This is an optimization exercise on Yosys and OpenROAD, whose aim is small area and a short achievable clock period, not a production implementation.
RTL that was checked went through simulation tests only; none was proved equivalent to the original.
Power is estimated from default activity; no workload was simulated.

Setup of alpha:
==> module p, before the edit <==
module p #(parameter DATA_WIDTH = 16, OUT_WIDTH = 32)
(
    input [DATA_WIDTH-1:0] a,
    input [DATA_WIDTH-1:0] b,
    output [OUT_WIDTH-1:0] c,
    output reg done,
    input clk,
    input rst
);
    localparam K = DATA_WIDTH;
    reg [K-1:0] hi;      
    reg [K-1:0] lo;      
    reg [K:0] pp;        
    reg pneg;            
    reg [2:0] cnt;
    assign c = {hi, lo};
    wire one_l = lo[1] ^ lo[2];
    wire two_l = (lo[3] & ~lo[2] & ~lo[1]) | (~lo[3] & lo[2] & lo[1]);
    wire one = rst ? b[0] : one_l;
    wire two = rst ? (b[1] & ~b[0]) : two_l;
    wire neg = rst ? b[1] : lo[3];
    wire [K:0] m = one ? {a[K-1], a} : two ? {a, 1'b0} : {(K+1){1'b0}};
    wire [K+1:0] sum;
    pfx_add #(.W(K+2)) stepadd (.x({{2{hi[K-1]}}, hi}), .y({pp[K], pp}), .ci(pneg), .s(sum));
    always @(posedge clk) begin
        pp <= m ^ {(K+1){neg}};
        pneg <= neg;
        if (rst) begin
            hi <= 0;
            lo <= b;
            cnt <= 3'd0;
            done <= 1'b0;
        end else if (!done) begin
            hi <= sum[K+1:2];
            lo <= {sum[1:0], lo[K-1:2]};
            cnt <= cnt + 3'd1;
            done <= (cnt == 3'd7);
        end
    end
endmodule
clock: 12.0 ns
lec_check: 0
abc_area: 1
cap_margin: 20
core_margin: 2
core_utilization: 40
cts_buf_list: sky130_fd_sc_hd__clkbuf_4 sky130_fd_sc_hd__clkbuf_8
cts_cluster_size: 40
slew_margin: 20
standard.sh (not shown) runs the stock make flow with config.mk's settings and CLKGATE_MAP_FILE= SYNTH_SCRIPT=/design/flow/synth_recipe.tcl, a recipe that flattens the netlist after the stock synthesis.
==> flow/flow/run.sh <==
#!/bin/bash
# Standard ORFS layout (the standard.sh), with port buffers of a plain buffer
# cell and setup repair aiming further below the clock period. Make's full output
# goes to flow_make.log; ORFS keeps each tool's log under orfs/logs.
set -euo pipefail
bash standard.sh \
  "BUFFER_PORTS_ARGS=-buffer_cell sky130_fd_sc_hd__buf_1" \
  SETUP_SLACK_MARGIN=8.5 \
  finish > flow_make.log 2>&1
> inputs changed (alpha -> beta)
==> flow/design.v, changed modules only <==
module p #(parameter DATA_WIDTH = 16, OUT_WIDTH = 32)
(
    input [DATA_WIDTH-1:0] a,
    input [DATA_WIDTH-1:0] b,
    output [OUT_WIDTH-1:0] c,
    output reg done,
    input clk,
    input rst
);
    localparam K = DATA_WIDTH;
    reg [K-1:0] areg;    
    reg [K-1:0] hi;      
    reg [K-1:0] lo;      
    reg one, two, neg;   
    reg [2:0] cnt;
    assign c = {hi, lo};
    wire one_n = rst ? b[0] : lo[1] ^ lo[2];
    wire two_n = rst ? b[1] & ~b[0] :
                 (lo[3] & ~lo[2] & ~lo[1]) | (~lo[3] & lo[2] & lo[1]);
    wire neg_n = rst ? b[1] : lo[3];
    wire [K:0] m = one ? {areg[K-1], areg} : two ? {areg, 1'b0} : {(K+1){1'b0}};
    wire [K:0] pp = m ^ {(K+1){neg}};
    wire [K+1:0] sum;
    pfx_add #(.W(K+2)) stepadd (.x({{2{hi[K-1]}}, hi}), .y({pp[K], pp}), .ci(neg), .s(sum));
    always @(posedge clk) begin
        areg <= a;
        one <= one_n;
        two <= two_n;
        neg <= neg_n;
        if (rst) begin
            hi <= 0;
            lo <= b;
            cnt <= 3'd0;
            done <= 1'b0;
        end else if (!done) begin
            hi <= sum[K+1:2];
            lo <= {sum[1:0], lo[K-1:2]};
            cnt <= cnt + 3'd1;
            done <= (cnt == 3'd7);
        end
    end
endmodule
Notes after the runs:
Simple-gate share of the synthesized area in beta vs alpha: down 4.7 points
Final cell count of beta falls short of that of alpha by a few percent.
beta: fraction of power consumed by combinational cells higher than alpha
Async set or reset register ratio after synthesis: alpha vs beta, no meaningful difference
The worst hold slack number comes out higher for alpha vs beta.
Diff beta..alpha | net switching share of the total power | negligible
Cell internal power dissipation (lower): beta
Clock sink count was lower in the run labelled alpha.
Going from alpha to beta, final area shrank by a few percent.
Number of cells on the worst reg-to-reg path: beta and alpha compared, higher one is alpha
The final reports for beta and alpha show standby leakage power lower in the former.
In the reports for beta and alpha, the smaller wire length belongs to beta.
The xor/xnor cell area share of the yosys netlist of beta and that of alpha are within noise of each other.
No functional check of the RTL was part of alpha.

== zinc ==
The RTL this note starts from:
==> flow/design.v <==
module p #(parameter DATA_WIDTH = 16, OUT_WIDTH = 32)
(
    input [DATA_WIDTH-1:0] a,
    input [DATA_WIDTH-1:0] b,
    output [OUT_WIDTH-1:0] c,
    output reg done,
    input clk,
    input rst
);
    localparam K = DATA_WIDTH;
    reg [K-1:0] areg;    
    reg [K-1:0] hi;      
    reg [K-1:0] lo;      
    reg bprev;           
    reg [2:0] cnt;
    assign c = {hi, lo};
    wire one = lo[0] ^ bprev;
    wire two = (lo[1] & ~lo[0] & ~bprev) | (~lo[1] & lo[0] & bprev);
    wire neg = lo[1];
    wire [K+1:0] m = one ? {{2{areg[K-1]}}, areg} :
                     two ? {areg[K-1], areg, 1'b0} : {(K+2){1'b0}};
    wire [K+1:0] sum = {{2{hi[K-1]}}, hi} + (m ^ {(K+2){neg}}) + neg;
    always @(posedge clk) begin
        areg <= a;
        if (rst) begin
            hi <= 0;
            lo <= b;
            bprev <= 1'b0;
            cnt <= 3'd0;
            done <= 1'b0;
        end else if (!done) begin
            hi <= sum[K+1:2];
            lo <= {sum[1:0], lo[K-1:2]};
            bprev <= lo[1];
            cnt <= cnt + 3'd1;
            done <= (cnt == 3'd7);
        end
    end
endmodule
`timescale 1ns / 1ps
module mac #(
    parameter DATA_WIDTH = 16,
              OUT_WIDTH = 32
)(
    input clk,
    input rst,
    input clr,
    input [DATA_WIDTH - 1: 0] a,
    input [DATA_WIDTH - 1: 0] b,
    output reg [OUT_WIDTH-1: 0] out
);
    wire ready;
    wire [OUT_WIDTH-1:0] pro;
    p #(.DATA_WIDTH(DATA_WIDTH), .OUT_WIDTH(OUT_WIDTH)) product (
        .a(a), .b(b), .c(pro), .done(ready), .clk(clk), .rst(rst)
    );
    always @(posedge clk) begin
        if (clr)
            out <= 0;
        else if (ready && !rst)
            out <= out + pro;
    end
endmodule
==> flow/config.mk <==
export PLATFORM = sky130hd
export DESIGN_NAME = mac
export DESIGN_NICKNAME = mac
export VERILOG_FILES = /design/flow/design.v
export SDC_FILE = /design/flow/constraint.sdc
export NUM_CORES = 4
export LEC_CHECK = 0
export CAP_MARGIN = 20
export CORE_MARGIN = 2
export CORE_UTILIZATION = 40
export SLEW_MARGIN = 20
==> flow/constraint.sdc <==
create_clock -name core_clock -period 12.0 [get_ports {clk}]
set_input_delay 2.4000 -clock core_clock [delete_from_list [all_inputs] [get_ports {clk}]]
set_output_delay 2.4000 -clock core_clock [all_outputs]
set_load 0.01 [all_outputs]
run.sh (not shown) runs the stock make flow with config.mk's settings and CLKGATE_MAP_FILE= SYNTH_SCRIPT=/design/flow/synth_recipe.tcl, a recipe that flattens the netlist after the stock synthesis.
Stock flow here: none of the scripts above is used.
Modified inputs, amber compared to zinc
--- a/flow/design.v
+++ b/flow/design.v
@@ -7,22 +7,20 @@
     input clk,
     input rst
 );
     localparam K = DATA_WIDTH;
-    reg [K-1:0] areg;    
     reg [K-1:0] hi;      
     reg [K-1:0] lo;      
     reg bprev;           
     reg [2:0] cnt;
     assign c = {hi, lo};
     wire one = lo[0] ^ bprev;
     wire two = (lo[1] & ~lo[0] & ~bprev) | (~lo[1] & lo[0] & bprev);
     wire neg = lo[1];
-    wire [K+1:0] m = one ? {{2{areg[K-1]}}, areg} :
-                     two ? {areg[K-1], areg, 1'b0} : {(K+2){1'b0}};
+    wire [K+1:0] m = one ? {{2{a[K-1]}}, a} :
+                     two ? {a[K-1], a, 1'b0} : {(K+2){1'b0}};
     wire [K+1:0] sum = {{2{hi[K-1]}}, hi} + (m ^ {(K+2){neg}}) + neg;
     always @(posedge clk) begin
-        areg <= a;
         if (rst) begin
             hi <= 0;
             lo <= b;
             bprev <= 1'b0;
Results
Taking zinc as the reference, in amber global-route wire length before repair went down, synthesis-stage register bit count went down by 16, reported net switching power moved down.
Going from zinc to amber, number of different library cells in the post-synthesis netlist saw little to no change, via count of the first global-routing pass saw a decrease, met1 wire length saw a decrease.
Function was not checked in any run of this note: the RTL went through the layout flow alone.

mac with an RTL version that a note above also has.
For scale: about 590 cells after synthesis, ~87 flip-flops, roughly 5100 um2 of cells after synthesis.
==> module p, before the edit <==
module p #(parameter DATA_WIDTH = 16, OUT_WIDTH = 32)
(
    input [DATA_WIDTH-1:0] a,
    input [DATA_WIDTH-1:0] b,
    output [OUT_WIDTH-1:0] c,
    output reg done,
    input clk,
    input rst
);
    localparam K = DATA_WIDTH;
    reg [K-1:0] areg;    
    reg [K-1:0] hi;      
    reg [K-1:0] lo;      
    reg one, two, neg;   
    reg [2:0] cnt;
    assign c = {hi, lo};
    wire one_n = rst ? b[0] : lo[1] ^ lo[2];
    wire two_n = rst ? b[1] & ~b[0] :
                 (lo[3] & ~lo[2] & ~lo[1]) | (~lo[3] & lo[2] & lo[1]);
    wire neg_n = rst ? b[1] : lo[3];
    wire [K:0] m = one ? {areg[K-1], areg} : two ? {areg, 1'b0} : {(K+1){1'b0}};
    wire [K:0] pp = m ^ {(K+1){neg}};
    wire [K+1:0] sum;
    pfx_add #(.W(K+2)) stepadd (.x({{2{hi[K-1]}}, hi}), .y({pp[K], pp}), .ci(neg), .s(sum));
    always @(posedge clk) begin
        areg <= a;
        one <= one_n;
        two <= two_n;
        neg <= neg_n;
        if (rst) begin
            hi <= 0;
            lo <= b;
            cnt <= 3'd0;
            done <= 1'b0;
        end else if (!done) begin
            hi <= sum[K+1:2];
            lo <= {sum[1:0], lo[K-1:2]};
            cnt <= cnt + 3'd1;
            done <= (cnt == 3'd7);
        end
    end
endmodule
==> module mac, before the edit <==
module mac #(
    parameter DATA_WIDTH = 16,
              OUT_WIDTH = 32
)(
    input clk,
    input rst,
    input clr,
    input [DATA_WIDTH - 1: 0] a,
    input [DATA_WIDTH - 1: 0] b,
    output reg [OUT_WIDTH-1: 0] out
);
    wire ready;
    wire [OUT_WIDTH-1:0] pro;
    wire [OUT_WIDTH-1:0] acc;
    p #(.DATA_WIDTH(DATA_WIDTH), .OUT_WIDTH(OUT_WIDTH)) product (
        .a(a), .b(b), .c(pro), .done(ready), .clk(clk), .rst(rst)
    );
    pfx_add #(.W(OUT_WIDTH)) accadd (.x(out), .y(pro), .ci(1'b0), .s(acc));
    always @(posedge clk) begin
        if (clr)
            out <= 0;
        else if (ready && !rst)
            out <= acc;
    end
endmodule
export LEC_CHECK = 0
export ABC_AREA = 1
export CAP_MARGIN = 20
export CORE_MARGIN = 2
export CORE_UTILIZATION = 40
export SLEW_MARGIN = 20
create_clock -name core_clock -period 12.0 [get_ports {clk}]
standard.sh (not shown) runs the stock make flow with config.mk's settings and CLKGATE_MAP_FILE= SYNTH_SCRIPT=/design/flow/synth_recipe.tcl, a recipe that flattens the netlist after the stock synthesis.
==> flow/flow/run.sh <==
#!/bin/bash
# Standard ORFS layout (the standard.sh), with port buffers of a plain buffer
# cell and setup repair aiming further below the clock period. Make's full output
# goes to flow_make.log; ORFS keeps each tool's log under orfs/logs.
set -euo pipefail
bash standard.sh \
  "BUFFER_PORTS_ARGS=-buffer_cell sky130_fd_sc_hd__buf_1" \
  SETUP_SLACK_MARGIN=8.6 "CTS_ARGS=-sink_clustering_enable -repair_clock_nets -dont_use_dummy_load -sink_clustering_size 40 -buf_list {sky130_fd_sc_hd__clkbuf_4 sky130_fd_sc_hd__clkbuf_8}" \
  finish > flow_make.log 2>&1
Next try:
--- a/flow/design.v
+++ b/flow/design.v
@@ -1,9 +1,10 @@
 module p #(parameter DATA_WIDTH = 16, OUT_WIDTH = 32)
 (
     input [DATA_WIDTH-1:0] a,
     input [DATA_WIDTH-1:0] b,
-    output [OUT_WIDTH-1:0] c,
+    input [OUT_WIDTH-1:0] acc,
+    output [OUT_WIDTH-1:0] sum,
     output reg done,
     input clk,
     input rst
 );
@@ -12,17 +13,22 @@
     reg [K-1:0] hi;      
     reg [K-1:0] lo;      
     reg one, two, neg;   
     reg [2:0] cnt;
-    assign c = {hi, lo};
-    wire one_n = rst ? b[0] : lo[1] ^ lo[2];
+    wire [OUT_WIDTH-1:0] c = {hi, lo};
+    wire last = done | (cnt == 3'd7);
+    wire one_n = rst ? b[0] : ~last & (lo[1] ^ lo[2]);
     wire two_n = rst ? b[1] & ~b[0] :
-                 (lo[3] & ~lo[2] & ~lo[1]) | (~lo[3] & lo[2] & lo[1]);
-    wire neg_n = rst ? b[1] : lo[3];
-    wire [K:0] m = one ? {areg[K-1], areg} : two ? {areg, 1'b0} : {(K+1){1'b0}};
-    wire [K:0] pp = m ^ {(K+1){neg}};
-    wire [K+1:0] sum;
-    pfx_add #(.W(K+2)) stepadd (.x({{2{hi[K-1]}}, hi}), .y({pp[K], pp}), .ci(neg), .s(sum));
+                 ~last & ((lo[3] & ~lo[2] & ~lo[1]) | (~lo[3] & lo[2] & lo[1]));
+    wire neg_n = rst ? b[1] : ~last & lo[3] & ~(lo[2] & lo[1]);
+    wire [K-1:0] an = areg ^ {K{neg}};
+    wire [K+1:0] m = one ? {an[K-1], an[K-1], an} :
+                     two ? {an[K-1], an, neg} : {(K+2){1'b0}};
+    wire [K+1:0] ylo = m | (c[K+1:0] & {(K+2){done}});
+    wire [K+1:0] xlo = done ? acc[K+1:0] : {{2{hi[K-1]}}, hi};
+    wire [OUT_WIDTH-1:0] x = {acc[OUT_WIDTH-1:K+2], xlo};
+    wire [OUT_WIDTH-1:0] y = {c[OUT_WIDTH-1:K+2], ylo};
+    pfx_add #(.W(OUT_WIDTH)) adder (.x(x), .y(y), .ci(neg), .s(sum));
     always @(posedge clk) begin
         areg <= a;
         one <= one_n;
         two <= two_n;
@@ -52,19 +58,17 @@
     input [DATA_WIDTH - 1: 0] b,
     output reg [OUT_WIDTH-1: 0] out
 );
     wire ready;
-    wire [OUT_WIDTH-1:0] pro;
-    wire [OUT_WIDTH-1:0] acc;
+    wire [OUT_WIDTH-1:0] sum;
     p #(.DATA_WIDTH(DATA_WIDTH), .OUT_WIDTH(OUT_WIDTH)) product (
-        .a(a), .b(b), .c(pro), .done(ready), .clk(clk), .rst(rst)
+        .a(a), .b(b), .acc(out), .sum(sum), .done(ready), .clk(clk), .rst(rst)
     );
-    pfx_add #(.W(OUT_WIDTH)) accadd (.x(out), .y(pro), .ci(1'b0), .s(acc));
     always @(posedge clk) begin
         if (clr)
             out <= 0;
         else if (ready && !rst)
-            out <= acc;
+            out <= sum;
     end
 endmodule
 module pfx_add #(parameter W = 32, KIND = 1) (
     input [W-1:0] x,
Fmax went down slightly.
Sequential power went down by a few percent.
Wire length came out higher by roughly a tenth.
Via count goes down slightly.
Clock skew barely changes.
Synthesized area decreases by a little under a tenth.
Worst setup slack loses 0.021 ns.
Worst hold slack is better by 0.010 ns.

[separate check: timing with driven ports]
Ports are ideal in the flow. The routed layouts listed here were re-timed in OpenROAD. Step 1: set_driving_cell puts a clkbuf_16 on clk and a buf_2 on each other input, an assumption about the parent block. Step 2 also shifts input and output timing later by t, the mid clock arrival at the registers, as if the neighbouring blocks saw the same clock. a / b / c = no drivers / after step 1 / after step 2; a / b = the first two.
run | t (ns) | setup WS [ns] | worst setup path after step 2 | worst slew at a driven data input, ns
alpha | 0.398 | 8.533 / 8.545 / 8.147 | input to register | 0.04
beta | 0.404 | 8.585 / 8.573 / 8.192 | input to register | 0.04
zinc | 0.390 | 7.631 / 7.643 / 7.253 | input to register | 0.04
amber | 0.372 | 6.584 / 6.601 / 6.228 | input to register | 0.04
the first run of note 3 | 0.383 | 8.656 / 8.623 / 8.358 | input to register | 0.04
the second run of note 3 | 0.389 | 8.635 / 8.601 / 8.304 | input to register | 0.03
After both steps every run listed still meets setup and hold. For beta, which loses most, drivers alone change the setup slack by -0.012 ns; drivers and shift together by -0.393 ns.
